This design comes from an exercise in tuning for small area on the open sky130 flow, not from production work.
Where RTL was checked, it was by simulation tests only, not by an equivalence proof against the original.
Function not checked in run 5: the RTL went through the layout flow alone.
Power and IR drop assume default switching activity.

==> design/flow/design.v <==
module gba_drawer_merge
(
   input             clk100,
   input             enable,
   input             hblank,
   input      [7:0]  xpos,
   input      [7:0]  ypos,
   input             in_WND0_on,
   input             in_WND1_on,
   input             in_WNDOBJ_on,
   input      [7:0]  in_WND0_X1,
   input      [7:0]  in_WND0_X2,
   input      [7:0]  in_WND0_Y1,
   input      [7:0]  in_WND0_Y2,
   input      [7:0]  in_WND1_X1,
   input      [7:0]  in_WND1_X2,
   input      [7:0]  in_WND1_Y1,
   input      [7:0]  in_WND1_Y2,
   input      [5:0]  in_enables_wnd0,
   input      [5:0]  in_enables_wnd1,
   input      [5:0]  in_enables_wndobj,
   input      [5:0]  in_enables_wndout,
   input      [1:0]  in_special_effect_in,
   input             in_effect_1st_bg0,
   input             in_effect_1st_bg1,
   input             in_effect_1st_bg2,
   input             in_effect_1st_bg3,
   input             in_effect_1st_obj,
   input             in_effect_1st_BD,
   input             in_effect_2nd_bg0,
   input             in_effect_2nd_bg1,
   input             in_effect_2nd_bg2,
   input             in_effect_2nd_bg3,
   input             in_effect_2nd_obj,
   input             in_effect_2nd_BD,
   input      [1:0]  in_Prio_BG0,
   input      [1:0]  in_Prio_BG1,
   input      [1:0]  in_Prio_BG2,
   input      [1:0]  in_Prio_BG3,
   input      [4:0]  in_EVA,
   input      [4:0]  in_EVB,
   input      [4:0]  in_BLDY,
   input             in_ena_bg0,
   input             in_ena_bg1,
   input             in_ena_bg2,
   input             in_ena_bg3,
   input             in_ena_obj,
   input      [15:0] pixeldata_bg0,
   input      [15:0] pixeldata_bg1,
   input      [15:0] pixeldata_bg2,
   input      [15:0] pixeldata_bg3,
   input      [18:0] pixeldata_obj,
   input      [15:0] pixeldata_back,
   input             objwindow_in,
   output     [14:0] pixeldata_out,
   output reg [7:0]  pixel_x,
   output     [7:0]  pixel_y,
   output reg        pixel_we
);
   localparam OBJ = 4;
   localparam BD  = 5;
   function in_range;
      input lt_lo, lt_hi, wrap;
      begin
         in_range = (~lt_lo & lt_hi) | (~lt_lo & wrap) | (lt_hi & wrap);
      end
   endfunction
   function gt2;
      input [1:0] a, b;
      begin
         gt2 = (a[1] & ~b[1]) | (~(a[1] ^ b[1]) & a[0] & ~b[0]);
      end
   endfunction
   function [4:0] sat16;
      input [4:0] v;
      begin
         sat16 = v[4] ? 5'd16 : v;
      end
   endfunction
   reg  [7:0] w0x1, w0x2, w1x1, w1x2;
   reg        w0y, w1y;               
   reg  [5:0] e_w0, e_w1, e_obj, e_out;   
   reg  [1:0] eff;
   reg  [5:0] ft, st;
   reg  [1:0] p0, p1, p2, p3;
   reg  [4:0] eva, evb, bldy;
   wire       anyw = in_WND0_on | in_WND1_on | in_WNDOBJ_on;
   wire [4:0] ena  = {in_ena_obj, in_ena_bg3, in_ena_bg2, in_ena_bg1, in_ena_bg0};
   wire [7:0] nypos = ~ypos;
   wire       y0_lt_lo, y0_lt_hi, y0_wrap, y1_lt_lo, y1_lt_hi, y1_wrap;
   gba_drawer_merge_lt8 u_y0lo (.na(nypos),       .b(in_WND0_Y1), .lt(y0_lt_lo));
   gba_drawer_merge_lt8 u_y0hi (.na(nypos),       .b(in_WND0_Y2), .lt(y0_lt_hi));
   gba_drawer_merge_lt8 u_y0wr (.na(~in_WND0_Y2), .b(in_WND0_Y1), .lt(y0_wrap));
   gba_drawer_merge_lt8 u_y1lo (.na(nypos),       .b(in_WND1_Y1), .lt(y1_lt_lo));
   gba_drawer_merge_lt8 u_y1hi (.na(nypos),       .b(in_WND1_Y2), .lt(y1_lt_hi));
   gba_drawer_merge_lt8 u_y1wr (.na(~in_WND1_Y2), .b(in_WND1_Y1), .lt(y1_wrap));
   always @(posedge clk100) begin
      if (hblank) begin
         w0x1  <= in_WND0_X1;
         w0x2  <= in_WND0_X2;
         w1x1  <= in_WND1_X1;
         w1x2  <= in_WND1_X2;
         w0y   <= in_WND0_on && in_range(y0_lt_lo, y0_lt_hi, y0_wrap);
         w1y   <= in_WND1_on && in_range(y1_lt_lo, y1_lt_hi, y1_wrap);
         e_w0  <= {in_enables_wnd0[5], in_enables_wnd0[4:0] & ena};
         e_w1  <= {in_enables_wnd1[5], in_enables_wnd1[4:0] & ena};
         e_obj <= anyw ? {in_enables_wndobj[5], in_enables_wndobj[4:0] & ena} : {1'b1, ena};
         e_out <= anyw ? {in_enables_wndout[5], in_enables_wndout[4:0] & ena} : {1'b1, ena};
         eff   <= in_special_effect_in;
         ft    <= {in_effect_1st_BD, in_effect_1st_obj, in_effect_1st_bg3,
                   in_effect_1st_bg2, in_effect_1st_bg1, in_effect_1st_bg0};
         st    <= {in_effect_2nd_BD, in_effect_2nd_obj, in_effect_2nd_bg3,
                   in_effect_2nd_bg2, in_effect_2nd_bg1, in_effect_2nd_bg0};
         p0    <= in_Prio_BG0;
         p1    <= in_Prio_BG1;
         p2    <= in_Prio_BG2;
         p3    <= in_Prio_BG3;
         eva   <= sat16(in_EVA);
         evb   <= sat16(in_EVB);
         bldy  <= sat16(in_BLDY);
      end
   end
   wire [1:0] op = pixeldata_obj[18:17];
   wire       obj_alpha = pixeldata_obj[16];
   wire [7:0] nxpos = ~xpos;
   wire       x0_lt_lo, x0_lt_hi, x0_wrap, x1_lt_lo, x1_lt_hi, x1_wrap;
   gba_drawer_merge_lt8 u_x0lo (.na(nxpos), .b(w0x1), .lt(x0_lt_lo));
   gba_drawer_merge_lt8 u_x0hi (.na(nxpos), .b(w0x2), .lt(x0_lt_hi));
   gba_drawer_merge_lt8 u_x0wr (.na(~w0x2), .b(w0x1), .lt(x0_wrap));
   gba_drawer_merge_lt8 u_x1lo (.na(nxpos), .b(w1x1), .lt(x1_lt_lo));
   gba_drawer_merge_lt8 u_x1hi (.na(nxpos), .b(w1x2), .lt(x1_lt_hi));
   gba_drawer_merge_lt8 u_x1wr (.na(~w1x2), .b(w1x1), .lt(x1_wrap));
   wire       win0 = w0y && in_range(x0_lt_lo, x0_lt_hi, x0_wrap);
   wire       win1 = w1y && in_range(x1_lt_lo, x1_lt_hi, x1_wrap);
   wire [5:0] wen  = win0 ? e_w0 : win1 ? e_w1 : objwindow_in ? e_obj : e_out;
   wire [4:0] en = wen[4:0] & ~{pixeldata_obj[15], pixeldata_bg3[15], pixeldata_bg2[15],
                                pixeldata_bg1[15], pixeldata_bg0[15]};
   wire       spec = wen[5];
   wire [4:0] b [0:4];
   assign b[0] = { gt2(op, p0), ~gt2(p0, p3), ~gt2(p0, p2), ~gt2(p0, p1), 1'b0};
   assign b[1] = { gt2(op, p1), ~gt2(p1, p3), ~gt2(p1, p2), 1'b0,          gt2(p0, p1)};
   assign b[2] = { gt2(op, p2), ~gt2(p2, p3), 1'b0,          gt2(p1, p2),  gt2(p0, p2)};
   assign b[3] = { gt2(op, p3), 1'b0,          gt2(p2, p3),  gt2(p1, p3),  gt2(p0, p3)};
   assign b[4] = {1'b0,        ~gt2(op, p3), ~gt2(op, p2), ~gt2(op, p1), ~gt2(op, p0)};
   wire [5:0] top, nxt;
   genvar l;
   generate
      for (l = 0; l < 5; l = l + 1) begin : g_prio
         wire [4:0] other = 5'b11111 & ~(5'b00001 << l);
         assign top[l] = en[l] & &(~en | b[l] | ~other);
         assign nxt[l] = en[l] & ~top[l] & &(~en | b[l] | top[4:0] | ~other);
      end
   endgenerate
   assign top[BD] = ~|en;
   assign nxt[BD] = ~|nxt[4:0];
   wire first_nz  = |(top & ft) | (top[OBJ] & obj_alpha);
   wire second_nz = |(nxt & st);
   wire force_a   = obj_alpha & top[OBJ] & second_nz;
   wire special   = force_a |
                    (spec && eff != 2'd0 && first_nz && (eff != 2'd1 || second_nz));
   wire m_alpha   = force_a | (eff == 2'd1);
   wire [14:0] cola = ({15{top[0]}}   & pixeldata_bg0[14:0]) |
                      ({15{top[1]}}   & pixeldata_bg1[14:0]) |
                      ({15{top[2]}}   & pixeldata_bg2[14:0]) |
                      ({15{top[3]}}   & pixeldata_bg3[14:0]) |
                      ({15{top[OBJ]}} & pixeldata_obj[14:0]) |
                      ({15{top[BD]}}  & pixeldata_back[14:0]);
   wire [14:0] colb = ({15{nxt[0]}}   & pixeldata_bg0[14:0]) |
                      ({15{nxt[1]}}   & pixeldata_bg1[14:0]) |
                      ({15{nxt[2]}}   & pixeldata_bg2[14:0]) |
                      ({15{nxt[3]}}   & pixeldata_bg3[14:0]) |
                      ({15{nxt[OBJ]}} & pixeldata_obj[14:0]) |
                      ({15{nxt[BD]}}  & pixeldata_back[14:0]);
   reg [14:0] cola_r, colb_r;
   reg        special_r, m_alpha_r;
   always @(posedge clk100) begin
      cola_r    <= cola;
      colb_r    <= colb;
      special_r <= special;
      m_alpha_r <= m_alpha;
      pixel_x   <= xpos;
      pixel_we  <= enable;
   end
   assign pixel_y = ypos;
   wire [4:0] ydown = {~|bldy, bldy[3] ^ |bldy[2:0], bldy[2] ^ |bldy[1:0], bldy[1] ^ bldy[0], bldy[0]};
   wire [4:0] k1 = !special_r ? 5'd16 : m_alpha_r ? eva : ydown;
   wire [4:0] k2 = !special_r ? 5'd0  : m_alpha_r ? evb : eff[0] ? 5'd1 : bldy;
   wire [4:0] bconst = {~eff[0], 4'b1111};
   genvar c;
   generate
      for (c = 0; c < 3; c = c + 1) begin : g_ch
         wire [4:0] a  = cola_r[5*c +: 5];
         wire [4:0] bo = m_alpha_r ? colb_r[5*c +: 5] : bconst;
         wire [9:4] ns;
         gba_drawer_merge_madd u_madd (.a(a), .b(bo), .k1(k1), .k2(k2), .ns(ns));
         assign pixeldata_out[5*c +: 5] = ~(ns[8:4] & {5{ns[9]}});
      end
   endgenerate
endmodule
module gba_drawer_merge_madd
(
   input  [4:0] a, b, k1, k2,
   output [9:4] ns
);
   wire na00 = ~(a[0] & k1[0]);
   wire na01 = ~(a[0] & k1[1]);
   wire na02 = ~(a[0] & k1[2]);
   wire na03 = ~(a[0] & k1[3]);
   wire na10 = ~(a[1] & k1[0]);
   wire na11 = ~(a[1] & k1[1]);
   wire na12 = ~(a[1] & k1[2]);
   wire na13 = ~(a[1] & k1[3]);
   wire na20 = ~(a[2] & k1[0]);
   wire na21 = ~(a[2] & k1[1]);
   wire na22 = ~(a[2] & k1[2]);
   wire na23 = ~(a[2] & k1[3]);
   wire na30 = ~(a[3] & k1[0]);
   wire na31 = ~(a[3] & k1[1]);
   wire na32 = ~(a[3] & k1[2]);
   wire na33 = ~(a[3] & k1[3]);
   wire na40 = ~((a[4] & k1[0]) | (a[0] & k1[4]));
   wire na41 = ~(a[4] & k1[1]);
   wire na42 = ~(a[4] & k1[2]);
   wire na43 = ~(a[4] & k1[3]);
   wire na14 = ~(a[1] & k1[4]);
   wire na24 = ~(a[2] & k1[4]);
   wire na34 = ~(a[3] & k1[4]);
   wire na44 = ~(a[4] & k1[4]);
   wire nb00 = ~(b[0] & k2[0]);
   wire nb01 = ~(b[0] & k2[1]);
   wire nb02 = ~(b[0] & k2[2]);
   wire nb03 = ~(b[0] & k2[3]);
   wire nb10 = ~(b[1] & k2[0]);
   wire nb11 = ~(b[1] & k2[1]);
   wire nb12 = ~(b[1] & k2[2]);
   wire nb13 = ~(b[1] & k2[3]);
   wire nb20 = ~(b[2] & k2[0]);
   wire nb21 = ~(b[2] & k2[1]);
   wire nb22 = ~(b[2] & k2[2]);
   wire nb23 = ~(b[2] & k2[3]);
   wire nb30 = ~(b[3] & k2[0]);
   wire nb31 = ~(b[3] & k2[1]);
   wire nb32 = ~(b[3] & k2[2]);
   wire nb33 = ~(b[3] & k2[3]);
   wire nb40 = ~((b[4] & k2[0]) | (b[0] & k2[4]));
   wire nb41 = ~(b[4] & k2[1]);
   wire nb42 = ~(b[4] & k2[2]);
   wire nb43 = ~(b[4] & k2[3]);
   wire nb14 = ~(b[1] & k2[4]);
   wire nb24 = ~(b[2] & k2[4]);
   wire nb34 = ~(b[3] & k2[4]);
   wire nb44 = ~(b[4] & k2[4]);
   wire s1, c2;
   gba_drawer_merge_fa u_s1 (na03, na12, na21, s1, c2);
   wire s3, c4;
   gba_drawer_merge_fa u_s3 (na13, na22, na31, s3, c4);
   wire s5;
   wire c6 = na40 | nb13;
   gba_drawer_merge_xnor u_s5 (na40, nb13, s5);
   wire s7, c8;
   gba_drawer_merge_fa u_s7 (na23, na32, na41, s7, c8);
   wire s9, c10;
   gba_drawer_merge_fa u_s9 (na14, nb23, nb32, s9, c10);
   wire s11, c12;
   gba_drawer_merge_fa u_s11 (na33, na42, na24, s11, c12);
   wire s13, c14;
   gba_drawer_merge_fa u_s13 (na02, na11, na20, s13, c14);
   wire s15, c16;
   gba_drawer_merge_fa u_s15 (na30, nb03, nb12, s15, c16);
   wire s17;
   wire c18 = nb21 | nb30;
   gba_drawer_merge_xnor u_s17 (nb21, nb30, s17);
   wire s19, c20;
   gba_drawer_merge_fa u_s19 (nb22, nb31, nb40, s19, c20);
   wire s21, c22;
   gba_drawer_merge_fa u_s21 (s3, s5, c2, s21, c22);
   wire s23, c24;
   gba_drawer_merge_fa u_s23 (nb41, nb14, s7, s23, c24);
   wire s25, c26;
   gba_drawer_merge_fa u_s25 (s9, c4, c6, s25, c26);
   wire s27, c28;
   gba_drawer_merge_fa u_s27 (nb33, nb42, nb24, s27, c28);
   wire s29, c30;
   gba_drawer_merge_fa u_s29 (s11, c8, c10, s29, c30);
   wire s31, c32;
   gba_drawer_merge_fa u_s31 (na43, na34, nb43, s31, c32);
   wire s33;
   wire c34 = nb34 | c12;
   gba_drawer_merge_xnor u_s33 (nb34, c12, s33);
   wire s35;
   wire c36 = na01 | na10;
   gba_drawer_merge_xnor u_s35 (na01, na10, s35);
   wire s37, c38;
   gba_drawer_merge_fa u_s37 (nb02, nb11, nb20, s37, c38);
   wire s39, c40;
   gba_drawer_merge_fa u_s39 (s1, s15, s17, s39, c40);
   wire s41, c42;
   gba_drawer_merge_fa u_s41 (s19, s21, c16, s41, c42);
   wire s43, c44;
   gba_drawer_merge_fa u_s43 (s23, s25, c20, s43, c44);
   wire s45, c46;
   gba_drawer_merge_fa u_s45 (s27, s29, c24, s45, c46);
   wire s47, c48;
   gba_drawer_merge_fa u_s47 (s31, s33, c28, s47, c48);
   wire s49, c50;
   gba_drawer_merge_fa u_s49 (na44, nb44, c32, s49, c50);
   wire s51;
   wire c52 = nb01 | nb10;
   gba_drawer_merge_xnor u_s51 (nb01, nb10, s51);
   wire s53, c54;
   gba_drawer_merge_fa u_s53 (s13, s37, c36, s53, c54);
   wire s55, c56;
   gba_drawer_merge_fa u_s55 (c14, s39, c38, s55, c56);
   wire s57, c58;
   gba_drawer_merge_fa u_s57 (c18, s41, c40, s57, c58);
   wire s59, c60;
   gba_drawer_merge_fa u_s59 (c22, s43, c42, s59, c60);
   wire s61, c62;
   gba_drawer_merge_fa u_s61 (c26, s45, c44, s61, c62);
   wire s63, c64;
   gba_drawer_merge_fa u_s63 (c30, s47, c46, s63, c64);
   wire s65, c66;
   gba_drawer_merge_fa u_s65 (c34, s49, c48, s65, c66);
   wire r67 = na00 | nb00;
   wire r68;
   gba_drawer_merge_maj u_r68 (s35, s51, r67, r68);
   wire r69;
   gba_drawer_merge_maj u_r69 (s53, c52, r68, r69);
   wire r70;
   gba_drawer_merge_maj u_r70 (s55, c54, r69, r70);
   wire s71, c72;
   gba_drawer_merge_fa u_s71 (s57, c56, r70, s71, c72);
   wire s73, c74;
   gba_drawer_merge_fa u_s73 (s59, c58, c72, s73, c74);
   wire s75, c76;
   gba_drawer_merge_fa u_s75 (s61, c60, c74, s75, c76);
   wire s77, c78;
   gba_drawer_merge_fa u_s77 (s63, c62, c76, s77, c78);
   wire s79, c80;
   gba_drawer_merge_fa u_s79 (s65, c64, c78, s79, c80);
   wire s81, c82;
   gba_drawer_merge_fa u_s81 (c50, c66, c80, s81, c82);
   assign ns = {s81, s79, s77, s75, s73, s71};
endmodule
module gba_drawer_merge_lt8
(
   input  [7:0] na, b,
   output       lt
);
   wire [7:0] c;
   assign c[0] = na[0] & b[0];
   genvar i;
   generate
      for (i = 1; i < 8; i = i + 1) begin : g_bit
         gba_drawer_merge_maj u_maj (.a(na[i]), .b(b[i]), .c(c[i-1]), .y(c[i]));
      end
   endgenerate
   assign lt = c[7];
endmodule
module gba_drawer_merge_maj
(
   input  a, b, c,
   output y
);
   assign y = (a & b) | (c & (a | b));
endmodule
module gba_drawer_merge_fa
(
   input  a, b, c,
   output s, co
);
   wire x = a ^ b;
   assign s  = x ^ c;
   assign co = (a & b) | (c & x);
endmodule
module gba_drawer_merge_xnor
(
   input  a, b,
   output y
);
   assign y = ~(a ^ b);
endmodule
==> design/flow/flow/run.sh <==
#!/bin/bash
# The standard layout (standard.sh) with the smallest buffer on the ports and
# a clock tree of small buffers without dummy loads.
export BUFFER_PORTS_ARGS="-buffer_cell sky130_fd_sc_hd__buf_1"
export CTS_ARGS="-sink_clustering_enable -repair_clock_nets -dont_use_dummy_load -buf_list {sky130_fd_sc_hd__clkbuf_4 sky130_fd_sc_hd__clkbuf_8}"
bash standard.sh > standard.log 2>&1
==> design/flow/standard.sh <==
#!/bin/bash
# synth_recipe.tcl (not shown) runs the flow's synth.tcl, then flattens the netlist and writes it again
# the make line also repeats each setting of config.mk as NAME=value (left out here)
make -C /OpenROAD-flow-scripts/flow DESIGN_CONFIG=/design/flow/config.mk WORK_HOME=/design/flow/orfs CLKGATE_MAP_FILE= SYNTH_SCRIPT=/design/flow/synth_recipe.tcl "${@:-finish}"
==> design/flow/config.mk <==
export PLATFORM = sky130hd
export DESIGN_NAME = gba_drawer_merge
export DESIGN_NICKNAME = gba_drawer_merge
export VERILOG_FILES = /design/flow/design.v
export SDC_FILE = /design/flow/constraint.sdc
export NUM_CORES = 4
export LEC_CHECK = 0
export CAP_MARGIN = 0
export CORE_MARGIN = 2
export CORE_UTILIZATION = 40
export GPL_TIMING_DRIVEN = 0
export SLEW_MARGIN = 0
export SYNTH_HIERARCHICAL = 1
export SYNTH_MINIMUM_KEEP_SIZE = 0
==> design/flow/constraint.sdc <==
create_clock -name core_clock -period 10.0 [get_ports {clk100}]
set_input_delay 2.0000 -clock core_clock [delete_from_list [all_inputs] [get_ports {clk100}]]
set_output_delay 2.0000 -clock core_clock [all_outputs]
set_load 0.01 [all_outputs]
==> impl_metrics.json, run 1 <==
{
  "start_util_pct": 40.95,
  "synth.largest_area_cell": "edfxtp_1",
  "grt_max_degree": 43,
  "yosys_register_bits": 136,
  "drtPass1Iterations": 7,
  "ys_seq_area_share_pct": 34.33,
  "tightest_slew_ns": 1.307,
  "portBuffers": 281,
  "synthToLayoutAreaGrowth_pct": 16.99,
  "peakVddDrop_uv": 95.96,
  "clock_latency_ns": 0.46,
  "yosysUniqueCellTypes": 55,
  "grt_usage_pct": 21.68,
  "regToRegSetupSlack_ns": 3.22,
  "synth_top_family_by_area": "adder cells",
  "hold_depth": 1,
  "yosysWarnings": 7,
  "hold_violations": 0,
  "worst_r2r_startpoint": "w0x1[0]",
  "grt_pass1_wl_mm": 47.02,
  "drt_iter0_markers": 598,
  "synthTopCellsByCount": "184 x nand2_1, 102 x fa_1, 95 x edfxtp_1",
  "synthCells": 998,
  "synthSimpleGateAreaFrac_pct": 16.16,
  "report.power.total_mw": 2.610,
  "htree_levels": 4,
  "numClockSinks": 136,
  "grt-ovfl-total": 0,
  "netSwitchingFraction_pct": 41.88,
  "synth_top_area_share_pct": 26.66,
  "vias": 8771,
  "hp-class": "reg -> reg",
  "ant_nets": 0,
  "vias_per_cell": 5.348,
  "switching_power_mw": 1.093,
  "cp.required_ns": 8.00,
  "antenna_found_initial": 5,
  "hold_buffers": 0,
  "die_w_um": 167.6,
  "cts_tree": "built",
  "setup_viol": 0,
  "fin_crit_sh_pct": 95.54,
  "reg2reg_to": "colb_r[13]",
  "synth_ff_type": "edfxtp_1",
  "fillers": 2535,
  "clkTransAtPathRegs_ns": 0.08,
  "grt_setup_unrepaired": "no",
  "power_frac_comb_pct": 57.4,
  "worstSetupEndpointType": "output port",
  "cp_max_fo": 15,
  "hp-start": "eff[1]",
  "synthXorXnorAreaFrac_pct": 1.309,
  "slew_headroom_pct": 12.84,
  "first_global_vias": 9094,
  "worst_clock_skew_ns": 0.03606,
  "rows": 59,
  "synth_edf_count": 95,
  "p_leak_nw": 4.062,
  "final_util_pct": 47.91,
  "yosysMostFrequentCell": "nand2_1",
  "yosys-mux-area-fraction_pct": 0.8418,
  "gp_congestion": 0.9050,
  "pwr-share-clk_pct": 13.2,
  "clock_path_buffers": 2,
  "die-area_um2": 28080,
  "ys_async_sr_fraction_pct": 0,
  "crit_type": "reg -> out",
  "ys_top_cells_by_area": "edfxtp_1 27%, fa_1 19%, maj3_2 9.8%",
  "power.internal_mw": 1.517,
  "cts_inserted_buffers": 17,
  "synth.avg_cell_area_um2": 10.72,
  "fin_crit_ns": 9.554,
  "clock.fmax_mhz": 104.7,
  "ioPinCount": 284,
  "arrival_ns": 7.55,
  "dp_hpwl_mm": 23.86,
  "drv_slew": 0,
  "powerDensity_nw_per_um2": 208.5,
  "root_buffer": "clkbuf_8",
  "drive_above_1_share_pct": 12.91,
  "wire_per_inst_um": 18.35,
  "reg2reg_depth": 18,
  "syn_nets": 1364,
  "start_kind": "flop",
  "die_h_um": 167.6,
  "pwr-share-seq_pct": 29.4,
  "final_nets": 1669,
  "synth_compound_area_share_pct": 11.77,
  "cap_violations": 0,
  "syn_area_um2": 10700,
  "outcome": "finished clean",
  "drc": 0,
  "wirelength_mm": 30.09,
  "fin_tns_setup_ns": 0,
  "synth_fa_ha_area_share_pct": 30.46,
  "hold_end": "m_alpha_r",
  "core_area_um2": 26130
}
## sequential cells by signal (all words and copies together) (netlist names), 2 cells and up
name     count
bldy         5
cola_r      15
colb_r      15
e_obj        6
e_out        6
e_w0         6
e_w1         6
eff          2
eva          5
evb          5
ft           6
p0           2
p1           2
p2           2
p3           2
pixel_x      8
st           6
w0x1         8
w0x2         8
w1x1         8
w1x2         8
## cell type report
cell class                      count  area, um^2  share of cell area [%]
Antenna cell                        4       10.01                 0.07995
Buffer                             50       287.8                   2.299
Clock buffer                       17       234.0                   1.869
Inverter                           70       262.8                   2.099
Multi-Input combinational cell    742        6502                   51.94
Sequential cell                   136        3674                   29.34
Tap cell                          335       419.2                   3.348
Timing Repair Buffer              286        1130                   9.025
## modules after synthesis, one instance, submodules excluded
module,times used,area [um^2],cells inside,flip-flops and latches
gba_drawer_merge_xnor,15,8.758,1,0
gba_drawer_merge_madd,3,267.8,58,0
gba_drawer_merge,1,6603,602,136
gba_drawer_merge_fa,102,20.02,1,0
gba_drawer_merge_lt8,12,6.256,1,0
gba_drawer_merge_maj,93,11.26,1,0
## placed cells by master, fill, tap and decap left out, drive strengths merged, types with 4 or more instances in the layout
cell | Yosys | routed
a21o | 4 | 4
a21oi | 11 | 11
a222oi | 31 | 31
a22oi | 39 | 39
a31oi | 10 | 10
and2 | 31 | 31
and3 | 5 | 5
buf | 28 | 314
clkbuf | 22 | 39
dfxtp | 41 | 41
diode | 0 | 4
edfxtp | 95 | 95
fa | 102 | 102
ha | 12 | 12
inv | 70 | 70
maj3 | 95 | 95
mux2i | 9 | 9
nand2 | 184 | 184
nand2b | 13 | 13
nand3 | 33 | 33
nand4 | 16 | 16
nor2 | 10 | 10
nor2b | 21 | 21
nor3 | 7 | 7
nor4 | 15 | 15
nor4b | 6 | 6
o211ai | 11 | 11
o21a | 10 | 10
o21ai | 4 | 4
o31ai | 13 | 13
or2 | 9 | 9
or3 | 4 | 4
xnor2 | 15 | 15
## through the flow
step	area (um^2)	hold WS (ns)	worst slack, ns	cells
after detailed placement	12260	0.5140	0.5131	1618
after global routing	12510	0.5354	0.04320	1636
after floorplan	10700	0.4646	1.669	998
after global placement	12180	0.5130	0.5678	1614
after CTS	12490	0.5245	0.03166	1635
final	12520	0.5231	0.4462	1640
## repair_timing
item                       4_1_cts  5_1_grt
buffers inserted                 0        0
setup endpoints to repair        0       15
resized for setup                0        3
## kinds of logic after synthesis
kind of cell | count (synthesis)
flip-flops | 136
AND/OR/NAND/NOR | 356
adder cells (fa/ha/maj) | 209
multiplexers | 9
buffers and inverters | 120
XOR/XNOR | 16
AO/OA/AOI/OAI | 152
## power by group through the flow
stage	clock [mW]	combinational, mW	sequential [mW]
finish	0.344	1.50	0.768
global route	0.378	1.69	0.779
CTS	0.358	1.52	0.768
detailed placement	0	1.52	0.778
global placement	0	1.49	0.781
floorplan	0	1.10	0.751
## routing by layer
metal | global-route usage (%) | wire length (um)
met5 | 0 | 13
met4 | 6.087 | 570
met1 | 25.79 | 11780
met2 | 37.16 | 14660
met3 | 7.752 | 3068
## how the worst max path moves through the flow
stage          cells past startpoint  slack [ns]                end      start
2_1_floorplan                     16        1.67  pixeldata_out[11]    bldy[0]
3_3_place_gp                      18        0.57  pixeldata_out[13]  m_alpha_r
3_5_place_dp                      18        0.51  pixeldata_out[11]  m_alpha_r
4_1_cts                           18        0.03  pixeldata_out[11]  m_alpha_r
5_1_grt                           19        0.04   pixeldata_out[5]    bldy[0]
6_report                          19        0.45  pixeldata_out[11]    bldy[0]
## worst max-delay path: stages, from the launching register on
cell and delay [ns]:
edfxtp_1 0.36, inv_1 0.08, ha_1 0.21, ha_1 0.27, mux2i_1 0.07, nor2b_1 0.99, nand2_1 0.18, fa_1 0.54
fa_1 0.58, fa_1 0.45, fa_1 0.50, fa_1 0.45, fa_1 0.39, fa_1 0.38, fa_1 0.38, fa_1 0.39
fa_1 0.46, buf_4 0.16, nand2_1 0.09, buf_1 0.17
==> run 2: changes to the inputs <==
--- a/design/flow/config.mk
+++ b/design/flow/config.mk
@@ -7,7 +7,6 @@
 export LEC_CHECK = 0
-export CAP_MARGIN = 0
+export CAP_MARGIN = 20
 export CORE_MARGIN = 2
 export CORE_UTILIZATION = 40
-export GPL_TIMING_DRIVEN = 0
-export SLEW_MARGIN = 0
+export SLEW_MARGIN = 20
 export SYNTH_HIERARCHICAL = 1
==> impl_metrics.json, run 2 <==
{
  "grt_setup_unrepaired": "no",
  "fin_crit_ns": 9.208,
  "start_kind": "flop",
  "crit_buf_inv": 2,
  "worstSetupEndpointType": "output port",
  "die_w_um": 167.6,
  "cap_violations": 0,
  "power.internal_mw": 1.401,
  "synth_top_area_share_pct": 26.66,
  "portBuffers": 282,
  "cts_tree": "built",
  "peakVddDrop_uv": 96.82,
  "hold_violations": 0,
  "hold_end": "m_alpha_r",
  "syn_area_um2": 10700,
  "setup_viol": 0,
  "gp_congestion": 0.8525,
  "final_nets": 1638,
  "synthCells": 998,
  "ys_seq_area_share_pct": 34.33,
  "grt_max_degree": 73,
  "ant_nets": 0,
  "final_cell_mix": "281 x buf_1, 184 x nand2_1, 102 x fa_1, 95 x edfxtp_1, 93 x maj3_2",
  "vias_per_cell": 5.437,
  "grt-ovfl-total": 0,
  "placedCellCount": 1587,
  "cts_setup_buffers": 0,
  "dr_wl_met3_mm": 2.731,
  "yosysWarnings": 7,
  "clock_path_buffers": 2,
  "netSwitchingFraction_pct": 43.15,
  "cts_resized": 0,
  "die-area_um2": 28080,
  "regToRegSetupSlack_ns": 3.81,
  "wire_per_inst_um": 18.68,
  "met1Wirelength_mm": 11.62,
  "arrival_ns": 7.21,
  "drt_iter0_markers": 557,
  "die_h_um": 167.6,
  "power_frac_comb_pct": 55.0,
  "hold_buffers": 0,
  "diodes": 0,
  "cp_max_fo": 15,
  "switching_power_mw": 1.063,
  "clock_latency_ns": 0.45,
  "ioPinCount": 284,
  "pwr-share-clk_pct": 14.0,
  "fin_crit_sh_pct": 92.08,
  "wirelength_mm": 29.98,
  "ys_async_sr_fraction_pct": 0,
  "hp-class": "reg -> reg",
  "antenna_found_initial": 1,
  "powerDensity_nw_per_um2": 199.8,
  "clock.fmax_mhz": 108.6,
  "reg2reg_depth": 20,
  "drc": 0,
  "slowest_delay_ns": 0.62,
  "yosys_register_bits": 136,
  "cts_inserted_buffers": 17,
  "synth.avg_cell_area_um2": 10.72,
  "pwr-share-seq_pct": 31.1,
  "grt_usage_pct": 21.41,
  "yosysMostFrequentCell": "nand2_1",
  "met2WireLength_mm": 14.75,
  "layout_commonest_cell": "buf_1",
  "final_util_pct": 47.18,
  "synth_ff_type": "edfxtp_1",
  "fin_tns_setup_ns": 0,
  "root_buffer": "clkbuf_8",
  "slew_headroom_pct": 22.84,
  "drtPass1Iterations": 6,
  "rows": 59,
  "cp_cell_sequence": "inv_1 -> ha_1 -> ha_1 -> xor2_1 -> o21ai_0 -> and2_1 -> nand2_1 -> fa_1 -> fa_1 -> fa_1 -> fa_1 -> fa_1 -> fa_1 -> fa_1 -> fa_1 -> fa_1 -> fa_1 -> nand2_1 -> buf_1",
  "worst_path_max_delay_cell": "fa_1",
  "synthTopCellsByCount": "184 x nand2_1, 102 x fa_1, 95 x edfxtp_1",
  "worst_clock_skew_ns": 0.03877,
  "grt_pass1_wl_mm": 46.52,
  "clkTransAtPathRegs_ns": 0.08,
  "first_global_vias": 9041,
  "outcome": "finished clean",
  "top_layer": "met4",
  "vias": 8727,
  "tightest_slew_ns": 1.141,
  "crit_family": "adder cells",
  "ys_top_cells_by_area": "edfxtp_1 27%, fa_1 19%, maj3_2 9.8%",
  "synth.largest_area_cell": "edfxtp_1",
  "reg2reg_to": "colb_r[10]",
  "whs_ns": 0.5304,
  "worst_r2r_startpoint": "w0x1[0]",
  "drive_above_1_share_pct": 12.36,
  "drv_slew": 0,
  "hold_depth": 1,
  "biggestRegsByFlops": "cola_r: 15 flops, colb_r: 15 flops",
  "synthToLayoutAreaGrowth_pct": 15.22,
  "dp_hpwl_mm": 23.53,
  "cp.required_ns": 8.00,
  "htree_levels": 4,
  "yosysUniqueCellTypes": 55,
  "instances_no_fill": 1605,
  "start_util_pct": 40.95,
  "p_leak_nw": 3.988,
  "numClockSinks": 136,
  "fillers": 2560,
  "core_area_um2": 26130,
  "synth_edf_count": 95,
  "syn_nets": 1364,
  "crit_type": "reg -> out",
  "cpMostUsedCell": "fa_1",
  "hp-start": "eff[1]"
}
[run 2: kinds of logic after synthesis]
group	count (synthesis)	share of synthesized area [%]
AOI/OAI and AO/OA	152	11.77
and+or+nand+nor	356	16.16
DFF	136	34.33
adders and majority gates	209	30.46
muxes	9	0.8418
xor gates and xnor gates	16	1.310
buffers and inverters	120	5.133
[run 2: power by group through the flow]
stage	logic [mW]	clock network [mW]	registers, mW
after CTS	1.38	0.357	0.766
final	1.35	0.344	0.766
after detailed placement	1.38	0	0.776
after floorplan	1.10	0	0.751
after global placement	1.36	0	0.777
after global routing	1.54	0.377	0.778
[run 2: cell type report]
cell class / instances / area, um^2 / area share, %
inverters: 70 / 262.8 / 2.131
multi-input cells: 742 / 6509 / 52.79
clock buffers: 17 / 234.0 / 1.898
repair buffers: 305 / 1232 / 9.995
flip-flops and latches: 136 / 3674 / 29.79
well taps: 335 / 419.2 / 3.399
[run 2: Yosys stat by module, one instance, submodules excluded]
module	area (um^2)	copies in the design	flip-flops and latches	cells inside
gba_drawer_merge	6603	1	136	602
gba_drawer_merge_fa	20.02	102	0	1
gba_drawer_merge_lt8	6.256	12	0	1
gba_drawer_merge_madd	267.8	3	0	58
gba_drawer_merge_maj	11.26	93	0	1
gba_drawer_merge_xnor	8.758	15	0	1
[run 2: layer usage]
metal,up-vias,GRT usage (%)
met5,-,0
met4,0,8.204
met3,45,6.074
met2,397,37.15
met1,4176,25.23
li1,4109,-
[run 2: how the worst max path moves through the flow]
stage            start                end  slack [ns]  cells after the start
6_report       bldy[0]   pixeldata_out[1]        0.79                     19
3_5_place_dp   bldy[0]   pixeldata_out[1]        1.06                     17
4_1_cts        bldy[0]   pixeldata_out[1]        0.57                     17
5_1_grt        bldy[0]   pixeldata_out[5]        0.37                     19
3_3_place_gp   bldy[0]   pixeldata_out[6]        1.12                     16
2_1_floorplan  bldy[0]  pixeldata_out[11]        1.67                     16
[run 2: through the flow]
stage          setup slack, ns  power [mW]  cell area [um^2]
2_1_floorplan            1.669       1.850             10700
3_3_place_gp             1.117       2.136             12080
3_5_place_dp             1.057       2.159             12090
4_1_cts                 0.5693       2.507             12320
5_1_grt                 0.3712       2.693             12330
6_report                0.7921       2.464             12330
[run 2: worst reg2reg max path, delay by kind of cell, from the launching register on]
kind,cells,cell delay (ns)
AOI/OAI and AO/OA,5,0.90
buffers and inverters,2,0.59
DFF,1,0.39
and+or+nand+nor,6,2.06
adders and majority gates,7,2.19
==> run 3: changes to the inputs <==
--- a/design/flow/design.v
+++ b/design/flow/design.v
@@ -211,3 +211,3 @@
    wire na12 = ~(a[1] & k1[2]);
-   wire na13 = ~(a[1] & k1[3]);
+   wire na13 = ~((a[1] & k1[3]) | (a[0] & k1[4]));
    wire na20 = ~(a[2] & k1[0]);
@@ -215,3 +215,3 @@
    wire na22 = ~(a[2] & k1[2]);
-   wire na23 = ~(a[2] & k1[3]);
+   wire na23 = ~((a[2] & k1[3]) | (a[1] & k1[4]));
    wire na30 = ~(a[3] & k1[0]);
@@ -219,10 +219,7 @@
    wire na32 = ~(a[3] & k1[2]);
-   wire na33 = ~(a[3] & k1[3]);
-   wire na40 = ~((a[4] & k1[0]) | (a[0] & k1[4]));
+   wire na33 = ~((a[3] & k1[3]) | (a[2] & k1[4]));
+   wire na40 = ~(a[4] & k1[0]);
    wire na41 = ~(a[4] & k1[1]);
    wire na42 = ~(a[4] & k1[2]);
-   wire na43 = ~(a[4] & k1[3]);
-   wire na14 = ~(a[1] & k1[4]);
-   wire na24 = ~(a[2] & k1[4]);
-   wire na34 = ~(a[3] & k1[4]);
+   wire na43 = ~((a[4] & k1[3]) | (a[3] & k1[4]));
    wire na44 = ~(a[4] & k1[4]);
@@ -235,3 +232,3 @@
    wire nb12 = ~(b[1] & k2[2]);
-   wire nb13 = ~(b[1] & k2[3]);
+   wire nb13 = ~((b[1] & k2[3]) | (b[0] & k2[4]));
    wire nb20 = ~(b[2] & k2[0]);
@@ -239,3 +236,3 @@
    wire nb22 = ~(b[2] & k2[2]);
-   wire nb23 = ~(b[2] & k2[3]);
+   wire nb23 = ~((b[2] & k2[3]) | (b[1] & k2[4]));
    wire nb30 = ~(b[3] & k2[0]);
@@ -243,10 +240,7 @@
    wire nb32 = ~(b[3] & k2[2]);
-   wire nb33 = ~(b[3] & k2[3]);
-   wire nb40 = ~((b[4] & k2[0]) | (b[0] & k2[4]));
+   wire nb33 = ~((b[3] & k2[3]) | (b[2] & k2[4]));
+   wire nb40 = ~(b[4] & k2[0]);
    wire nb41 = ~(b[4] & k2[1]);
    wire nb42 = ~(b[4] & k2[2]);
-   wire nb43 = ~(b[4] & k2[3]);
-   wire nb14 = ~(b[1] & k2[4]);
-   wire nb24 = ~(b[2] & k2[4]);
-   wire nb34 = ~(b[3] & k2[4]);
+   wire nb43 = ~((b[4] & k2[3]) | (b[3] & k2[4]));
    wire nb44 = ~(b[4] & k2[4]);
@@ -262,83 +256,74 @@
    wire s9, c10;
-   gba_drawer_merge_fa u_s9 (na14, nb23, nb32, s9, c10);
+   gba_drawer_merge_fa u_s9 (na02, na11, na20, s9, c10);
    wire s11, c12;
-   gba_drawer_merge_fa u_s11 (na33, na42, na24, s11, c12);
-   wire s13, c14;
-   gba_drawer_merge_fa u_s13 (na02, na11, na20, s13, c14);
+   gba_drawer_merge_fa u_s11 (na30, nb03, nb12, s11, c12);
+   wire s13;
+   wire c14 = nb21 | nb30;
+   gba_drawer_merge_xnor u_s13 (nb21, nb30, s13);
    wire s15, c16;
-   gba_drawer_merge_fa u_s15 (na30, nb03, nb12, s15, c16);
-   wire s17;
-   wire c18 = nb21 | nb30;
-   gba_drawer_merge_xnor u_s17 (nb21, nb30, s17);
+   gba_drawer_merge_fa u_s15 (nb22, nb31, nb40, s15, c16);
+   wire s17, c18;
+   gba_drawer_merge_fa u_s17 (s3, s5, c2, s17, c18);
    wire s19, c20;
-   gba_drawer_merge_fa u_s19 (nb22, nb31, nb40, s19, c20);
+   gba_drawer_merge_fa u_s19 (nb23, nb32, nb41, s19, c20);
    wire s21, c22;
-   gba_drawer_merge_fa u_s21 (s3, s5, c2, s21, c22);
+   gba_drawer_merge_fa u_s21 (s7, c4, c6, s21, c22);
    wire s23, c24;
-   gba_drawer_merge_fa u_s23 (nb41, nb14, s7, s23, c24);
-   wire s25, c26;
-   gba_drawer_merge_fa u_s25 (s9, c4, c6, s25, c26);
-   wire s27, c28;
-   gba_drawer_merge_fa u_s27 (nb33, nb42, nb24, s27, c28);
+   gba_drawer_merge_fa u_s23 (na33, na42, nb33, s23, c24);
+   wire s25;
+   wire c26 = nb42 | c8;
+   gba_drawer_merge_xnor u_s25 (nb42, c8, s25);
+   wire s27;
+   wire c28 = na01 | na10;
+   gba_drawer_merge_xnor u_s27 (na01, na10, s27);
    wire s29, c30;
-   gba_drawer_merge_fa u_s29 (s11, c8, c10, s29, c30);
+   gba_drawer_merge_fa u_s29 (nb02, nb11, nb20, s29, c30);
    wire s31, c32;
-   gba_drawer_merge_fa u_s31 (na43, na34, nb43, s31, c32);
-   wire s33;
-   wire c34 = nb34 | c12;
-   gba_drawer_merge_xnor u_s33 (nb34, c12, s33);
-   wire s35;
-   wire c36 = na01 | na10;
-   gba_drawer_merge_xnor u_s35 (na01, na10, s35);
+   gba_drawer_merge_fa u_s31 (s1, s11, s13, s31, c32);
+   wire s33, c34;
+   gba_drawer_merge_fa u_s33 (s15, s17, c12, s33, c34);
+   wire s35, c36;
+   gba_drawer_merge_fa u_s35 (s19, s21, c16, s35, c36);
    wire s37, c38;
-   gba_drawer_merge_fa u_s37 (nb02, nb11, nb20, s37, c38);
+   gba_drawer_merge_fa u_s37 (s23, s25, c20, s37, c38);
    wire s39, c40;
-   gba_drawer_merge_fa u_s39 (s1, s15, s17, s39, c40);
-   wire s41, c42;
-   gba_drawer_merge_fa u_s41 (s19, s21, c16, s41, c42);
+   gba_drawer_merge_fa u_s39 (na43, nb43, c24, s39, c40);
+   wire s41;
+   wire c42 = nb01 | nb10;
+   gba_drawer_merge_xnor u_s41 (nb01, nb10, s41);
    wire s43, c44;
-   gba_drawer_merge_fa u_s43 (s23, s25, c20, s43, c44);
+   gba_drawer_merge_fa u_s43 (s9, s29, c28, s43, c44);
    wire s45, c46;
-   gba_drawer_merge_fa u_s45 (s27, s29, c24, s45, c46);
+   gba_drawer_merge_fa u_s45 (c10, s31, c30, s45, c46);
    wire s47, c48;
-   gba_drawer_merge_fa u_s47 (s31, s33, c28, s47, c48);
+   gba_drawer_merge_fa u_s47 (c14, s33, c32, s47, c48);
    wire s49, c50;
-   gba_drawer_merge_fa u_s49 (na44, nb44, c32, s49, c50);
-   wire s51;
-   wire c52 = nb01 | nb10;
-   gba_drawer_merge_xnor u_s51 (nb01, nb10, s51);
+   gba_drawer_merge_fa u_s49 (c18, s35, c34, s49, c50);
+   wire s51, c52;
+   gba_drawer_merge_fa u_s51 (c22, s37, c36, s51, c52);
    wire s53, c54;
-   gba_drawer_merge_fa u_s53 (s13, s37, c36, s53, c54);
+   gba_drawer_merge_fa u_s53 (c26, s39, c38, s53, c54);
    wire s55, c56;
-   gba_drawer_merge_fa u_s55 (c14, s39, c38, s55, c56);
-   wire s57, c58;
-   gba_drawer_merge_fa u_s57 (c18, s41, c40, s57, c58);
-   wire s59, c60;
-   gba_drawer_merge_fa u_s59 (c22, s43, c42, s59, c60);
+   gba_drawer_merge_fa u_s55 (na44, nb44, c40, s55, c56);
+   wire r57 = na00 | nb00;
+   wire r58;
+   gba_drawer_merge_maj u_r58 (s27, s41, r57, r58);
+   wire r59;
+   gba_drawer_merge_maj u_r59 (s43, c42, r58, r59);
+   wire r60;
+   gba_drawer_merge_maj u_r60 (s45, c44, r59, r60);
    wire s61, c62;
-   gba_drawer_merge_fa u_s61 (c26, s45, c44, s61, c62);
+   gba_drawer_merge_fa u_s61 (s47, c46, r60, s61, c62);
    wire s63, c64;
-   gba_drawer_merge_fa u_s63 (c30, s47, c46, s63, c64);
+   gba_drawer_merge_fa u_s63 (s49, c48, c62, s63, c64);
    wire s65, c66;
-   gba_drawer_merge_fa u_s65 (c34, s49, c48, s65, c66);
-   wire r67 = na00 | nb00;
-   wire r68;
-   gba_drawer_merge_maj u_r68 (s35, s51, r67, r68);
-   wire r69;
-   gba_drawer_merge_maj u_r69 (s53, c52, r68, r69);
-   wire r70;
-   gba_drawer_merge_maj u_r70 (s55, c54, r69, r70);
-   wire s71, c72;
-   gba_drawer_merge_fa u_s71 (s57, c56, r70, s71, c72);
-   wire s73, c74;
-   gba_drawer_merge_fa u_s73 (s59, c58, c72, s73, c74);
-   wire s75, c76;
-   gba_drawer_merge_fa u_s75 (s61, c60, c74, s75, c76);
-   wire s77, c78;
-   gba_drawer_merge_fa u_s77 (s63, c62, c76, s77, c78);
-   wire s79, c80;
-   gba_drawer_merge_fa u_s79 (s65, c64, c78, s79, c80);
-   wire s81, c82;
-   gba_drawer_merge_fa u_s81 (c50, c66, c80, s81, c82);
-   assign ns = {s81, s79, s77, s75, s73, s71};
+   gba_drawer_merge_fa u_s65 (s51, c50, c64, s65, c66);
+   wire s67, c68;
+   gba_drawer_merge_fa u_s67 (s53, c52, c66, s67, c68);
+   wire s69, c70;
+   gba_drawer_merge_fa u_s69 (s55, c54, c68, s69, c70);
+   wire s71;
+   wire c72 = c56 | c70;
+   gba_drawer_merge_xnor u_s71 (c56, c70, s71);
+   assign ns = {s71, s69, s67, s65, s63, s61};
 endmodule
==> design/flow/flow/run.sh (replaced) <==
#!/bin/bash
# The standard layout (standard.sh) with the smallest buffer on the ports and
# a clock tree of fewer, larger sink clusters without dummy loads.
export BUFFER_PORTS_ARGS="-buffer_cell sky130_fd_sc_hd__buf_1"
export CTS_ARGS="-sink_clustering_enable -repair_clock_nets -dont_use_dummy_load -sink_clustering_size 35 -sink_clustering_max_diameter 200 -buf_list {sky130_fd_sc_hd__clkbuf_4 sky130_fd_sc_hd__clkbuf_8}"
bash standard.sh > standard.log 2>&1
==> impl_metrics.json, run 3 <==
{
  "biggestRegsByFlops": "cola_r: 15 flops, colb_r: 15 flops",
  "cap_violations": 0,
  "drive_above_1_share_pct": 12.91,
  "syn_nets": 1313,
  "final_util_pct": 47.45,
  "cts_tree": "built",
  "cp_max_fo": 8,
  "synth.avg_cell_area_um2": 10.74,
  "ys_async_sr_fraction_pct": 0,
  "clkTransAtPathRegs_ns": 0.07,
  "antenna_found_initial": 2,
  "rows": 58,
  "placed_area_um2": 11760,
  "slowest_delay_ns": 0.69,
  "first_global_vias": 8564,
  "wire_per_inst_um": 18.45,
  "yosys_register_bits": 136,
  "cp_cell_sequence": "inv_1 -> ha_1 -> or4b_2 -> o211ai_1 -> a22oi_1 -> fa_1 -> fa_1 -> fa_1 -> fa_1 -> fa_1 -> fa_1 -> fa_1 -> fa_1 -> fa_1 -> xnor2_1 -> nand2_1 -> buf_1",
  "start_kind": "flop",
  "fin_crit_sh_pct": 93.67,
  "powerDensity_nw_per_um2": 199.8,
  "ant_nets": 0,
  "die_w_um": 165.0,
  "worstSetupEndpointType": "output port",
  "ys_top_cells_by_area": "edfxtp_1 28%, fa_1 16%, maj3_2 10%",
  "setup_viol": 0,
  "ys_seq_area_share_pct": 35.43,
  "synthToLayoutAreaGrowth_pct": 15.91,
  "tightest_slew_ns": 1.130,
  "grt_setup_unrepaired": "no",
  "synth.largest_area_cell": "edfxtp_1",
  "met1Wirelength_mm": 11.46,
  "grt-ovfl-total": 0,
  "start_util_pct": 40.93,
  "htree_levels": 4,
  "dp_hpwl_mm": 22.88,
  "synth_ff_type": "edfxtp_1",
  "drc": 0,
  "grt_pass1_wl_mm": 44.15,
  "crit_type": "reg -> out",
  "hold_buffers": 0,
  "vias": 8518,
  "peakVddDrop_uv": 112.2,
  "portBuffers": 282,
  "seqCellArea_um2": 3674,
  "drv_slew": 0,
  "layout_commonest_cell": "buf_1",
  "clock_path_buffers": 2,
  "worst_clock_skew_ns": 0.05063,
  "cts_inserted_buffers": 17,
  "synth_fa_ha_area_share_pct": 27.96,
  "synthSimpleGateAreaFrac_pct": 15.38,
  "slew_headroom_pct": 23.97,
  "clock_latency_ns": 0.46,
  "final_nets": 1589,
  "final_cell_mix": "281 x buf_1, 148 x nand2_1, 95 x edfxtp_1, 93 x maj3_2, 84 x fa_1",
  "drtPass1Iterations": 7,
  "synthXorXnorAreaFrac_pct": 1.605,
  "regToRegSetupSlack_ns": 3.58,
  "synth_top_area_share_pct": 27.52,
  "worst_path_max_delay_cell": "o211ai_1",
  "drt_iter0_markers": 592,
  "ioPinCount": 284,
  "outcome": "finished clean",
  "final_area_um2": 12020,
  "synthCells": 965,
  "top_layer": "met5",
  "die-area_um2": 27220,
  "hp-class": "reg -> reg",
  "met2WireLength_mm": 14.04,
  "synth_top_family_by_area": "adder cells",
  "cpMostUsedCell": "fa_1",
  "vias_per_cell": 5.425,
  "post-place-ws_ns": 1.035,
  "root_buffer": "clkbuf_8",
  "arrival_ns": 7.37,
  "grt_max_degree": 69,
  "core_area_um2": 25330,
  "dr_wl_met3_mm": 2.637,
  "yosys-mux-area-fraction_pct": 0.8689,
  "p_leak_nw": 3.952,
  "syn_area_um2": 10370,
  "placedCellCount": 1552,
  "synth_edf_count": 95,
  "yosysUniqueCellTypes": 55,
  "cts_setup_buffers": 0,
  "fin_crit_ns": 9.367,
  "fin_tns_setup_ns": 0,
  "clock.fmax_mhz": 106.8,
  "cts_resized": 0,
  "cp.required_ns": 8.00,
  "grt_usage_pct": 21.57,
  "multiInputGateArea_um2": 6181,
  "postLayoutSetupSlackWorst_ns": 0.6330,
  "fillers": 2372,
  "wirelength_mm": 28.96,
  "synth_compound_area_share_pct": 13.46,
  "gp_congestion": 0.8342,
  "yosysWarnings": 7,
  "yosysMostFrequentCell": "nand2_1",
  "die_h_um": 165.0,
  "numClockSinks": 136,
  "instances_no_fill": 1570,
  "synthTopCellsByCount": "148 x nand2_1, 95 x edfxtp_1, 93 x maj3_2",
  "hold_violations": 0
}
-- run 3: power by group --
part / leakage (nW) / internal [mW] / switching (mW) / total [mW]
logic: 2.56 / 0.534 / 0.753 / 1.29
clock network: 0.122 / 0.150 / 0.194 / 0.344
registers: 1.27 / 0.696 / 0.0737 / 0.770
-- run 3: critical path: cells and delay by family (launching register included) --
kind                       cells  cell delay (ns)
xor gates and xnor gates       1             0.42
and+or+nand+nor                2             0.69
buffers and inverters          2             0.27
DFF                            1             0.39
AOI/OAI and AO/OA              2             0.89
adders and majority gates     10             4.27
-- run 3: worst paths after layout --
| path | from | endpoint | cells after the start |
|---|---|---|---|
| worst max register to register | w0x1[0] | colb_r[1] | 20 |
| worst max-delay path | bldy[0] | pixeldata_out[6] | 17 |
| worst min register to register | eff[1] | m_alpha_r | 1 |
| worst min-delay path | eff[1] | m_alpha_r | 1 |
-- run 3: cell type report --
| cell class | instances | share of cell area (%) |
|---|---|---|
| Inverter | 70 | 2.187 |
| Tap cell | 330 | 3.436 |
| Timing Repair Buffer | 307 | 10.40 |
| Antenna cell | 1 | 0.02082 |
| Sequential cell | 136 | 30.57 |
| Multi-Input combinational cell | 709 | 51.44 |
| Clock buffer | 17 | 1.947 |
-- run 3: metrics by stage --
| stage | power (mW) | hold WS, ns |
|---|---|---|
| 6_report | 2.401 | 0.5396 |
| 5_1_grt | 2.620 | 0.5527 |
| 4_1_cts | 2.444 | 0.5310 |
| 3_5_place_dp | 2.092 | 0.5203 |
| 3_3_place_gp | 2.084 | 0.5163 |
| 2_1_floorplan | 1.799 | 0.4646 |
-- run 3: modules after synthesis, one instance, submodules excluded --
module | area [um^2] | cells inside
gba_drawer_merge | 6603 | 602
gba_drawer_merge_maj | 11.26 | 1
gba_drawer_merge_madd | 267.8 | 52
gba_drawer_merge_xnor | 8.758 | 1
gba_drawer_merge_lt8 | 6.256 | 1
gba_drawer_merge_fa | 20.02 | 1
-- run 3: cells by family after synthesis --
group	Yosys count
fa+ha+maj	191
mux	9
simple gates	320
flops	136
compound gates	170
buf+inv	120
xor+xnor	19
-- run 3: layer usage --
metal  track usage (%)  vias to the layer above
met1             25.76                     4030
met3             6.705                       49
met4             8.142                        2
met5                 0                        -
met2             36.44                      386
li1                  -                     4051
==> run 4: changes to the inputs <==
==> design/flow/flow/run.sh (replaced) <==
#!/bin/bash
# The standard layout (standard.sh) with the smallest buffer on the ports and
# a clock tree of small buffers without dummy loads.
export BUFFER_PORTS_ARGS="-buffer_cell sky130_fd_sc_hd__buf_1"
export CTS_ARGS="-sink_clustering_enable -repair_clock_nets -dont_use_dummy_load -buf_list {sky130_fd_sc_hd__clkbuf_4 sky130_fd_sc_hd__clkbuf_8}"
bash standard.sh > standard.log 2>&1
==> impl_metrics.json, run 4 <==
{
  "worstSetupEndpointType": "output port",
  "dr_wl_met3_mm": 2.637,
  "drt_iter0_markers": 592,
  "root_buffer": "clkbuf_8",
  "top_layer": "met5",
  "cpMostUsedCell": "fa_1",
  "ys_async_sr_fraction_pct": 0,
  "tightest_slew_ns": 1.130,
  "cp_max_fo": 8,
  "setup_viol": 0,
  "dp_hpwl_mm": 22.88,
  "crit_buf_inv": 2,
  "first_global_vias": 8564,
  "fin_crit_sh_pct": 93.67,
  "die-area_um2": 27220,
  "clock.fmax_mhz": 106.8,
  "powerDensity_nw_per_um2": 199.8,
  "met1Wirelength_mm": 11.46,
  "cts_setup_buffers": 0,
  "start_util_pct": 40.93,
  "hold_violations": 0,
  "rows": 58,
  "clkTransAtPathRegs_ns": 0.07,
  "arrival_ns": 7.37,
  "synthToLayoutAreaGrowth_pct": 15.91,
  "yosysUniqueCellTypes": 55,
  "antenna_found_initial": 2,
  "core_area_um2": 25330,
  "die_h_um": 165.0,
  "vias_per_cell": 5.425,
  "vias": 8518,
  "grt_usage_pct": 21.57,
  "worst_clock_skew_ns": 0.05063,
  "wirelength_mm": 28.96,
  "cap_violations": 0,
  "layout_commonest_cell": "buf_1",
  "yosysMostFrequentCell": "nand2_1",
  "hold_buffers": 0,
  "die_w_um": 165.0,
  "start_kind": "flop",
  "cts_inserted_buffers": 17,
  "met2WireLength_mm": 14.04,
  "synth_ff_type": "edfxtp_1",
  "synthTopCellsByCount": "148 x nand2_1, 95 x edfxtp_1, 93 x maj3_2",
  "syn_area_um2": 10370,
  "cts_tree": "built",
  "worst_path_max_delay_cell": "o211ai_1",
  "drv_slew": 0,
  "ant_nets": 0,
  "final_cell_mix": "281 x buf_1, 148 x nand2_1, 95 x edfxtp_1, 93 x maj3_2, 84 x fa_1",
  "drc": 0,
  "peakVddDrop_uv": 112.2,
  "crit_type": "reg -> out",
  "ys_top_cells_by_area": "edfxtp_1 28%, fa_1 16%, maj3_2 10%",
  "yosysWarnings": 7,
  "synth_top_area_share_pct": 27.52,
  "synth_edf_count": 95,
  "final_nets": 1589,
  "final_area_um2": 12020,
  "fin_tns_setup_ns": 0,
  "p_leak_nw": 3.952,
  "numClockSinks": 136,
  "cts_resized": 0,
  "hp-class": "reg -> reg",
  "ys_seq_area_share_pct": 35.43,
  "gp_congestion": 0.8342,
  "syn_nets": 1313,
  "ioPinCount": 284,
  "grt_max_degree": 69,
  "synthCells": 965,
  "slew_headroom_pct": 23.97,
  "clock_path_buffers": 2,
  "outcome": "finished clean",
  "drive_above_1_share_pct": 12.91,
  "crit_family": "adder cells",
  "grt-ovfl-total": 0,
  "htree_levels": 4,
  "biggestRegsByFlops": "cola_r: 15 flops, colb_r: 15 flops",
  "yosys_register_bits": 136,
  "synth.largest_area_cell": "edfxtp_1",
  "wire_per_inst_um": 18.45,
  "slowest_delay_ns": 0.69,
  "grt_setup_unrepaired": "no",
  "drtPass1Iterations": 7,
  "clock_latency_ns": 0.46,
  "portBuffers": 282,
  "grt_pass1_wl_mm": 44.15,
  "placed_area_um2": 11760,
  "cp_cell_sequence": "inv_1 -> ha_1 -> or4b_2 -> o211ai_1 -> a22oi_1 -> fa_1 -> fa_1 -> fa_1 -> fa_1 -> fa_1 -> fa_1 -> fa_1 -> fa_1 -> fa_1 -> xnor2_1 -> nand2_1 -> buf_1",
  "cp.required_ns": 8.00,
  "synth.avg_cell_area_um2": 10.74,
  "fin_crit_ns": 9.367
}
[run 4: cell counts in the layout (fill, tap and decap cells not counted)]
Identical to the previous run, type by type.
[run 4: stage by stage]
stage	total power [mW]	hold WS [ns]	worst slack (ns)	utilization [%]	instances
5_1_grt	2.620	0.5527	0.1969	47.44	1569
3_3_place_gp	2.084	0.5163	1.097	46.44	1552
3_5_place_dp	2.092	0.5203	1.035	46.44	1552
6_report	2.401	0.5396	0.6330	47.45	1570
4_1_cts	2.444	0.5310	0.5371	47.37	1569
2_1_floorplan	1.799	0.4646	1.641	-	965
[run 4: power by group]
part | switching, mW | leakage [nW] | internal, mW
Combinational | 0.753 | 2.56 | 0.534
Clock | 0.194 | 0.122 | 0.150
Sequential | 0.0737 | 1.27 | 0.696
Total | 1.02 | 3.95 | 1.38
[run 4: layout make-up]
class	count	area [um^2]
antenna	1	2.502
clock buffer	17	234.0
fill	2372	13310
inverter	70	262.8
multi-input combinational	709	6181
sequential	136	3674
tap	330	412.9
timing repair buffer	307	1250
[run 4: per-module statistics from Yosys, one instance, submodules excluded]
module	area, um^2	copies in the design	cells
gba_drawer_merge_maj	11.26	93	1
gba_drawer_merge_lt8	6.256	12	1
gba_drawer_merge	6603	1	602
gba_drawer_merge_xnor	8.758	18	1
gba_drawer_merge_madd	267.8	3	52
gba_drawer_merge_fa	20.02	84	1
[run 4: routing by layer]
layer,GRT usage [%],vias to the layer above
li1,-,4051
met1,25.76,4030
met2,36.44,386
met3,6.705,49
met4,8.142,2
met5,0,-
[run 4: final timing paths]
path                            startpoint          endpoint  slack [ns]  cells after the start
worst max-delay path               bldy[0]  pixeldata_out[6]        0.63                     17
worst max register to register     w0x1[0]         colb_r[1]        3.58                     20
worst min-delay path                eff[1]         m_alpha_r        0.54                      1
worst min register to register      eff[1]         m_alpha_r        0.54                      1
[run 4: logic make-up after synthesis]
logic type,count (synthesis),synth area share [%]
buf+inv,120,5.298
compound gates,170,13.46
fa+ha+maj,191,27.96
flops,136,35.43
xor+xnor,19,1.605
simple gates,320,15.38
mux,9,0.8690
[run 4: worst register-to-register path, stage by stage, from the launching register on]
cell,delay [ns]
edfxtp_1,0.39
and2_1,0.15
maj3_2,0.31
maj3_2,0.31
maj3_2,0.32
maj3_2,0.31
maj3_2,0.31
maj3_2,0.31
maj3_2,0.30
o21bai_1,0.20
a21boi_2,0.31
a21oi_1,0.16
nor4b_1,0.89
or3_1,0.23
a221o_1,0.19
a2111oi_4,0.06
buf_4,0.27
nor4_4,0.83
buf_4,0.31
nand2_1,0.07
nand3_1,0.07
==> run 5: changes to the inputs <==
--- a/design/flow/design.v
+++ b/design/flow/design.v
@@ -70,3 +70,3 @@
       begin
-         gt2 = (a[1] & ~b[1]) | (~(a[1] ^ b[1]) & a[0] & ~b[0]);
+         gt2 = (a[1] & ~b[1]) | ((a[1] | ~b[1]) & a[0] & ~b[0]);
       end
==> impl_metrics.json, run 5 <==
{
  "synthTopCellsByCount": "159 x nand2_1, 95 x edfxtp_1, 93 x maj3_2",
  "drt_iter0_markers": 544,
  "yosysWarnings": 7,
  "fin_crit_sh_pct": 93.32,
  "clkTransAtPathRegs_ns": 0.08,
  "first_global_vias": 8562,
  "portBuffers": 282,
  "ioPinCount": 284,
  "yosys-mux-area-fraction_pct": 1.085,
  "drc": 0,
  "root_buffer": "clkbuf_8",
  "setup_viol": 0,
  "synthCells": 963,
  "synthToLayoutAreaGrowth_pct": 14.39,
  "cp_cell_sequence": "inv_1 -> ha_1 -> or4b_2 -> o211ai_1 -> a22oi_1 -> fa_1 -> fa_1 -> fa_1 -> fa_1 -> fa_1 -> fa_1 -> fa_1 -> fa_1 -> fa_1 -> xnor2_1 -> nand2_1 -> buf_1",
  "drv_slew": 0,
  "rows": 59,
  "wirelength_mm": 28.55,
  "synth_edf_count": 95,
  "slew_headroom_pct": 25.30,
  "crit_family": "adder cells",
  "netSwitchingFraction_pct": 42.03,
  "numClockSinks": 136,
  "ys_top_cells_by_area": "edfxtp_1 27%, fa_1 16%, maj3_2 9.9%",
  "synth_top_area_share_pct": 26.89,
  "synthXorXnorAreaFrac_pct": 1.568,
  "report.power.total_mw": 2.361,
  "power_frac_comb_pct": 53.1,
  "grt_max_degree": 86,
  "core_area_um2": 26060,
  "synth_fa_ha_area_share_pct": 26.24,
  "ant_nets": 0,
  "cts_tree": "built",
  "hold_buffers": 0,
  "clock_path_buffers": 2,
  "cpMostUsedCell": "fa_1",
  "ys_async_sr_fraction_pct": 0,
  "vias_per_cell": 5.417,
  "ys_seq_area_share_pct": 34.62,
  "power.internal_mw": 1.369,
  "cts_inserted_buffers": 17,
  "synth.largest_area_cell": "edfxtp_1",
  "grt_setup_unrepaired": "no",
  "dp_hpwl_mm": 22.06,
  "start_util_pct": 40.72,
  "syn_nets": 1301,
  "wire_per_inst_um": 18.22,
  "yosysUniqueCellTypes": 65,
  "cts_resized": 0,
  "synth_top_family_by_area": "adder cells",
  "grtUsageMet1_pct": 24.49,
  "grt_pass1_wl_mm": 44.55,
  "htree_levels": 4,
  "grt_usage_pct": 20.49,
  "final_cell_mix": "281 x buf_1, 159 x nand2_1, 95 x edfxtp_1, 93 x maj3_2, 84 x fa_1",
  "outcome": "finished clean",
  "synth.avg_cell_area_um2": 11.02,
  "antenna_found_initial": 0,
  "powerDensity_nw_per_um2": 194.5,
  "die_h_um": 166.9,
  "fillers": 2494,
  "crit_buf_inv": 2,
  "worst_path_max_delay_cell": "o211ai_1",
  "hold_violations": 0,
  "layout_commonest_cell": "buf_1",
  "gp_congestion": 0.8845,
  "clock.fmax_mhz": 107.2,
  "worst_clock_skew_ns": 0.03404,
  "vias": 8488,
  "pwr-share-clk_pct": 14.4,
  "grt_busiest_layer": "met2",
  "start_kind": "flop",
  "synthSimpleGateAreaFrac_pct": 14.66,
  "fin_crit_ns": 9.332,
  "peakVddDrop_uv": 158.0,
  "slowest_delay_ns": 0.68,
  "hp-class": "reg -> reg",
  "arrival_ns": 7.33,
  "cp.required_ns": 8.00,
  "clock_latency_ns": 0.45,
  "synth_compound_area_share_pct": 16.18,
  "fin_tns_setup_ns": 0,
  "cp_max_fo": 8,
  "switching_power_uw": 992.3,
  "grt_util_met3_pct": 4.753,
  "drive_above_1_share_pct": 16.07,
  "crit_type": "reg -> out",
  "die_w_um": 166.9,
  "whs_ns": 0.4808,
  "cap_violations": 0,
  "final_nets": 1572,
  "synth_ff_type": "edfxtp_1",
  "pwr-share-seq_pct": 32.5,
  "grtUsageMet2_pct": 36.86,
  "cts_setup_buffers": 0,
  "drtPass1Iterations": 7,
  "biggestRegsByFlops": "cola_r: 15 flops, colb_r: 15 flops",
  "die-area_um2": 27840,
  "syn_area_um2": 10610,
  "p_leak_nw": 3.957,
  "worstSetupEndpointType": "output port",
  "grt-ovfl-total": 0,
  "diodes": 0,
  "tightest_slew_ns": 1.120,
  "yosysMostFrequentCell": "nand2_1",
  "yosys_register_bits": 136
}
==> run 5: cell types whose count changed in the layout (fill, tap and decap cells not counted), sizes merged, moves of 8 or more <==
cell / change
a211oi: +13
a221o: +14
ha: -10
nand2: +11
nand3: -23
nand3b: +9
nor4: -11
o211ai: -8
o21ai: +11
o31ai: -12
==> run 5: routing by layer <==
| metal | vias up | wire (um) |
|---|---|---|
| met5 | - | 0 |
| met4 | 0 | 448 |
| met3 | 31 | 1972 |
| met2 | 345 | 14670 |
| met1 | 4078 | 11460 |
| li1 | 4034 | - |
==> run 5: power by group through the flow <==
stage | logic [mW] | clock network (mW) | registers (mW)
6_report | 1.25 | 0.340 | 0.767
5_1_grt | 1.41 | 0.376 | 0.780
4_1_cts | 1.28 | 0.355 | 0.766
3_5_place_dp | 1.28 | 0 | 0.776
3_3_place_gp | 1.27 | 0 | 0.777
2_1_floorplan | 1.04 | 0 | 0.749
==> run 5: worst paths after layout <==
| path | from | to | slack [ns] | depth (start not counted) |
|---|---|---|---|---|
| max | bldy[0] | pixeldata_out[13] | 0.67 | 17 |
| min | eff[1] | m_alpha_r | 0.48 | 1 |
| max reg2reg | w0x2[0] | colb_r[14] | 3.93 | 17 |
| min reg2reg | eff[1] | m_alpha_r | 0.48 | 1 |
==> run 5: cells by family (layout without fill, tap and decap cells) <==
kind of cell / count (synthesis) / in the layout
multiplexers: 9 / 9
AND/OR/NAND/NOR: 299 / 299
adder cells (fa/ha/maj): 182 / 182
AO/OA/AOI/OAI: 199 / 199
XOR/XNOR: 19 / 19
flip-flops: 136 / 136
buffers and inverters: 119 / 388
==> run 5: cell type report <==
class,count,area (um^2),share of cell area (%)
multi-input cells,708,6342,52.26
inverters,70,262.8,2.165
repair buffers,301,1205,9.928
well taps,335,419.2,3.454
clock buffers,17,234.0,1.928
flip-flops and latches,136,3674,30.27
==> run 5: modules after synthesis, one instance, submodules excluded <==
| module | flip-flops and latches | cells inside | cell area [um^2] | copies in the design |
|---|---|---|---|---|
| gba_drawer_merge | 136 | 600 | 6845 | 1 |
| gba_drawer_merge_madd | 0 | 52 | 267.8 | 3 |
| gba_drawer_merge_fa | 0 | 1 | 20.02 | 84 |
| gba_drawer_merge_maj | 0 | 1 | 11.26 | 93 |
| gba_drawer_merge_xnor | 0 | 1 | 8.758 | 18 |
| gba_drawer_merge_lt8 | 0 | 1 | 6.256 | 12 |
==> run 5: through the flow <==
stage	setup slack (ns)	instances	instance area (um^2)	utilization (%)
2_1_floorplan	1.641	963	10610	-
4_1_cts	0.4851	1567	12130	46.56
5_1_grt	0.2471	1567	12140	46.57
6_report	0.6681	1567	12140	46.57
3_3_place_gp	1.138	1550	11900	45.66
3_5_place_dp	0.9968	1550	11900	45.66

static timing again, ports no longer ideal:
Ports are ideal in the flow. The routed layouts listed here were re-timed in OpenROAD. Step 1 (the two cells are an assumption about what drives the block):
set clk [get_ports {clk100}]
set_driving_cell -lib_cell sky130_fd_sc_hd__clkbuf_16 $clk
set_driving_cell -lib_cell sky130_fd_sc_hd__buf_2 [delete_from_list [all_inputs] $clk]
Step 2 also shifts input and output timing later by t, the mid clock arrival at the registers, as if the neighbouring blocks saw the same clock. a / b / c = ideal ports / drivers / drivers and shift; a / b = the first two.
run | t (ns) | slack for setup (ns) | worst setup path after step 2 | slew at the worst register clock pin (ns) | pins driven straight from the clock port
run 1 | 0.480 | 0.446 / 0.405 / 0.885 | register to output | 0.10 / 0.10 | 1
run 2 | 0.470 | 0.792 / 0.749 / 1.219 | register to output | 0.10 / 0.10 | 1
run 3 | 0.479 | 0.633 / 0.591 / 1.070 | register to output | 0.11 / 0.11 | 1
run 4 | 0.479 | 0.633 / 0.591 / 1.070 | register to output | 0.11 / 0.11 | 1
run 5 | 0.471 | 0.668 / 0.628 / 1.099 | register to output | 0.10 / 0.10 | 1
After both steps setup and hold are still met in every run listed.
